What follows belongs to an exercise in optimizing a design on an open flow for small area; a production flow would make more cautious choices. RTL that was checked went through simulation tests only; none was proved equivalent to the original. Power is estimated from default activity; no workload was simulated.

the previous run:
// top
module top (
    input  logic              		clk,
    input  logic              		rst_n,
    input  logic              		valid_in_dac,    
    input  logic signed [15 : 0]    audio_in,        
    input  logic              		valid_in_adc,    
    input  logic              		sdm_in,          
    output logic              		valid_out_dac,
    output logic              		sdm_out,
    output logic              		valid_out_adc,
    output logic signed [15 : 0]    audio_out
);
Size in the first run: roughly 740 cells after synthesis, ~160 flip-flops.
export LEC_CHECK = 0
export CAP_MARGIN = 20
export CORE_MARGIN = 2
export CORE_UTILIZATION = 40
export CTS_BUF_LIST = sky130_fd_sc_hd__clkbuf_8
export SLEW_MARGIN = 20
create_clock -name core_clock -period 20.0 [get_ports {clk}]
standard.sh (not shown) runs the stock make flow with config.mk's settings and CLKGATE_MAP_FILE= SYNTH_SCRIPT=/design/flow/synth_recipe.tcl, a recipe that flattens the netlist after the stock synthesis.
==> flow/flow/run.sh <==
#!/bin/bash
# The standard layout with these changes: the port buffers are the
# smallest buffer cell, clock tree synthesis adds no dummy loads, and after
# floorplanning OpenROAD's restructure re-maps the combinational logic for
# area (flow/restructure.tcl). Logs here: standard.log (make), filter_lib.log,
# restructure_abc.log; ORFS's own logs are under orfs/logs.
set -euo pipefail
export RUN_DIR="$PWD"
export BUFFER_PORTS_ARGS="-buffer_cell sky130_fd_sc_hd__buf_1"
export POST_FLOORPLAN_TCL="$PWD/flow/restructure.tcl"
export CTS_ARGS="-sink_clustering_enable -repair_clock_nets -buf_list sky130_fd_sc_hd__clkbuf_8 -dont_use_dummy_load"
bash standard.sh > standard.log 2>&1
==> flow/flow/filter_lib.py <==
"""Write a copy of the platform's liberty without the cells the platform marks
don't-use, for the logic restructuring step (which reads a liberty file itself)."""
import sys, re
src, dst = sys.argv[1], sys.argv[2]
dont = set(sys.argv[3].split())
text = open(src).read()
out, i, dropped = [], 0, 0


pos = 0
pat = re.compile(r'\n(\s*)cell\s*\(\s*"?(\w+)"?\s*\)\s*\{')
while True:
    m = pat.search(text, pos)
    if not m:
        out.append(text[pos:])
        break
    # find the end of this cell group by brace counting
    depth, j = 1, m.end()
    while depth:
        c = text[j]
        if c == '{':
            depth += 1
        elif c == '}':
            depth -= 1
        j += 1
    if m.group(2) in dont:
        out.append(text[pos:m.start()])
        dropped += 1
    else:
        out.append(text[pos:j])
    pos = j
open(dst, 'w').write(''.join(out))
print(f"dropped {dropped} cells")
==> flow/flow/restructure.tcl <==
# Area recovery on the combinational logic between registers (registers and
# ports untouched), mapped onto the platform's cells minus its don't-use list.
set rmp_dir $::env(RESULTS_DIR)/rmp
file mkdir $rmp_dir
set rmp_lib $rmp_dir/rmp.lib
exec python3 [file join [file dirname [info script]] filter_lib.py] \
  [lindex $::env(LIB_FILES) 0] $rmp_lib $::env(DONT_USE_CELLS) \
  > $::env(RUN_DIR)/filter_lib.log 2>@1
restructure -target area -liberty_file $rmp_lib \
  -tielo_port sky130_fd_sc_hd__conb_1/LO -tiehi_port sky130_fd_sc_hd__conb_1/HI \
  -work_dir $rmp_dir -abc_logfile $::env(RUN_DIR)/restructure_abc.log
What the current run does differently from the previous run at the input level:
diff --git a/flow/design.v b/flow/design.v
--- a/flow/design.v
+++ b/flow/design.v
@@ -286,32 +286,32 @@
             one3  = enx & ~o[4];
             e_neg = 1'b1;
         end else begin
             one3  = enx & ((~o[4] & (o != 5'd0)) | (o == 5'b11000));
             e_neg = ~o[4];
         end
     end
     assign neg3 = one3 & (e_neg ^ cneg);
-    logic [16:0] cx;
-    logic [17:0] m, t;
+    logic [15:0] m, t;
+    logic [16:0] ap;
     logic [14:0] m3, t3;
     logic [15:0] a3;
     logic [18:0] pp;         
-    assign cx = isy ? {2'b00, c} : {c, 2'b00};
-    assign m  = two ? {cx, 1'b0} : one ? {1'b0, cx} : 18'd0;
-    assign t  = m ^ {18{neg}};
-    assign pp = {en & ~neg, t};
+    assign m  = two ? {c, 1'b0} : one ? {1'b0, c} : 16'd0;
+    assign t  = m ^ {16{neg}};
+    assign ap = {en & ~neg, t};
+    assign pp = isy ? {2'b00, ap} : {ap, a3[13:12]};
     assign m3 = one3 ? c : 15'd0;
     assign t3 = m3 ^ {15{neg3}};
     assign a3 = {enx & ~neg3, t3};
     logic [31:0] sum, kload;
-    fir_sum add (.acc(acc), .a3(a3), .pp(pp), .neg12(neg), .neg14(1'b0),
+    fir_sum add (.acc(acc), .a3({a3[15:14], 2'b00, a3[11:0]}), .pp(pp), .neg12(neg & isy), .neg14(neg & ~isy),
                  .neg3(neg3), .sum(sum));
-    localparam logic [31:0] KSTEP  = 32'h40000000 + 32'h40000000 + 32'h00008000;
+    localparam logic [31:0] KSTEP  = 32'h40000000 + 32'h10000000 + 32'h00008000;
     localparam logic [31:0] KBASE  = 32'd0 - 32'd15 * KSTEP;
     localparam logic [31:0] KFIRST = 32'd0 - 32'd3 * KSTEP + 32'd692 * 2048;
     assign kload = clr ? KFIRST :
                    KBASE + (wrapped ? 32'd0 : (wp[3] ^ wp[2]) ? 32'd5177 * 2048 : 32'd692 * 2048);
     always_ff @(posedge clk) begin
         if (load) acc[15:0] <= kload[15:0];
         else      acc[15:0] <= sum[15:0];
     end
@@ -469,25 +469,25 @@
   assign e_c10 = (acc[9] | a3[9]) & (acc[9] | e_c9) & (a3[9] | e_c9);
   assign sum[9] = e_s10;
   assign e_s11 = acc[10] ^ a3[10] ^ e_c10;
   assign e_c11 = (acc[10] | a3[10]) & (acc[10] | e_c10) & (a3[10] | e_c10);
   assign sum[10] = e_s11;
   assign e_s12 = acc[11] ^ a3[11] ^ e_c11;
   assign e_c12 = (acc[11] | a3[11]) & (acc[11] | e_c11) & (a3[11] | e_c11);
   assign sum[11] = e_s12;
-  assign e_s13 = acc[12] ^ a3[12] ^ pp[0];
-  assign e_c13 = (acc[12] | a3[12]) & (acc[12] | pp[0]) & (a3[12] | pp[0]);
-  assign e_s14 = neg12 ^ e_c12 ^ e_s13;
-  assign e_c14 = (neg12 | e_c12) & (neg12 | e_s13) & (e_c12 | e_s13);
+  assign e_s13 = acc[12] ^ pp[0] ^ neg12;
+  assign e_c13 = (acc[12] | pp[0]) & (acc[12] | neg12) & (pp[0] | neg12);
+  assign e_s14 = e_c12 ^ e_s13;
+  assign e_c14 = e_c12 & e_s13;
   assign sum[12] = e_s14;
-  assign e_s15 = acc[13] ^ a3[13] ^ pp[1];
-  assign e_c15 = (acc[13] | a3[13]) & (acc[13] | pp[1]) & (a3[13] | pp[1]);
-  assign e_s16 = e_c13 ^ e_c14 ^ e_s15;
-  assign e_c16 = (e_c13 | e_c14) & (e_c13 | e_s15) & (e_c14 | e_s15);
+  assign e_s15 = acc[13] ^ pp[1] ^ e_c13;
+  assign e_c15 = (acc[13] | pp[1]) & (acc[13] | e_c13) & (pp[1] | e_c13);
+  assign e_s16 = e_c14 ^ e_s15;
+  assign e_c16 = e_c14 & e_s15;
   assign sum[13] = e_s16;
   assign e_s17 = acc[14] ^ a3[14] ^ pp[2];
   assign e_c17 = (acc[14] | a3[14]) & (acc[14] | pp[2]) & (a3[14] | pp[2]);
   assign e_s18 = neg14 ^ e_c15 ^ e_c16;
   assign e_c18 = (neg14 | e_c15) & (neg14 | e_c16) & (e_c15 | e_c16);
   assign e_s19 = e_s17 ^ e_s18;
   assign e_c19 = e_s17 & e_s18;
   assign sum[14] = e_s19;
Results
- Overall power went up by a little under 10% going from the previous run to the current run.
- Compared with the previous run, the current run shows a higher required time of the critical path.
- Compared to the previous run, the current run leaves more free space in the core.
- Run comparison: the current run cell at the slowest stage of the critical path sky130_fd_sc_hd__o2bb2ai_1; the previous run cell at the slowest stage of the critical path sky130_fd_sc_hd__a2bb2oi_1
- Of the previous run and the current run, the run reporting the higher detailed route wirelength on metal3 was the current run.
- From the previous run to the current run the numbers moved as follows: worst hold slack across all endpoints moved up, synthesized cell count moved down.
- Number of buffers outside the clock class in the layout sits higher in the current run than in the previous run.
- In the flow results for the previous run and the current run, the wire length is larger on the previous run.
- Share of the final layout cell area in multi-input gates on the current run is down relative to the previous run.
- Against the previous run, area of the placeable core in the current run came out worse.
- Global-route usage ends up higher on the previous run.
Function not checked in the previous run: the RTL went through the layout flow alone.

[separate check: timing with driven ports]
How much do the figures lean on ideal ports? The routed layouts below were timed once more, with nothing changed but the port constraints. Step 1 (the two cells are an assumption about what drives the block):
set clk [get_ports {clk}]
set_driving_cell -lib_cell sky130_fd_sc_hd__clkbuf_16 $clk
set_driving_cell -lib_cell sky130_fd_sc_hd__buf_2 [delete_from_list [all_inputs] $clk]
Step 2 also shifts input and output timing later by t, the mid clock arrival at the registers, as if the neighbouring blocks saw the same clock. Slacks: no drivers / after step 1 / after step 2; pairs: no drivers / after step 1.
run	shift t [ns]	setup slack, ns	hold slack, ns	worst setup path after step 2	cell pins on the clock port's net
the previous run	0.465	6.657 / 6.657 / 6.657	0.303 / 0.303 / 0.303	register to register	1
the current run	0.473	6.018 / 6.018 / 6.018	0.308 / 0.308 / 0.308	register to register	1
After both steps setup and hold are still met in every run listed.
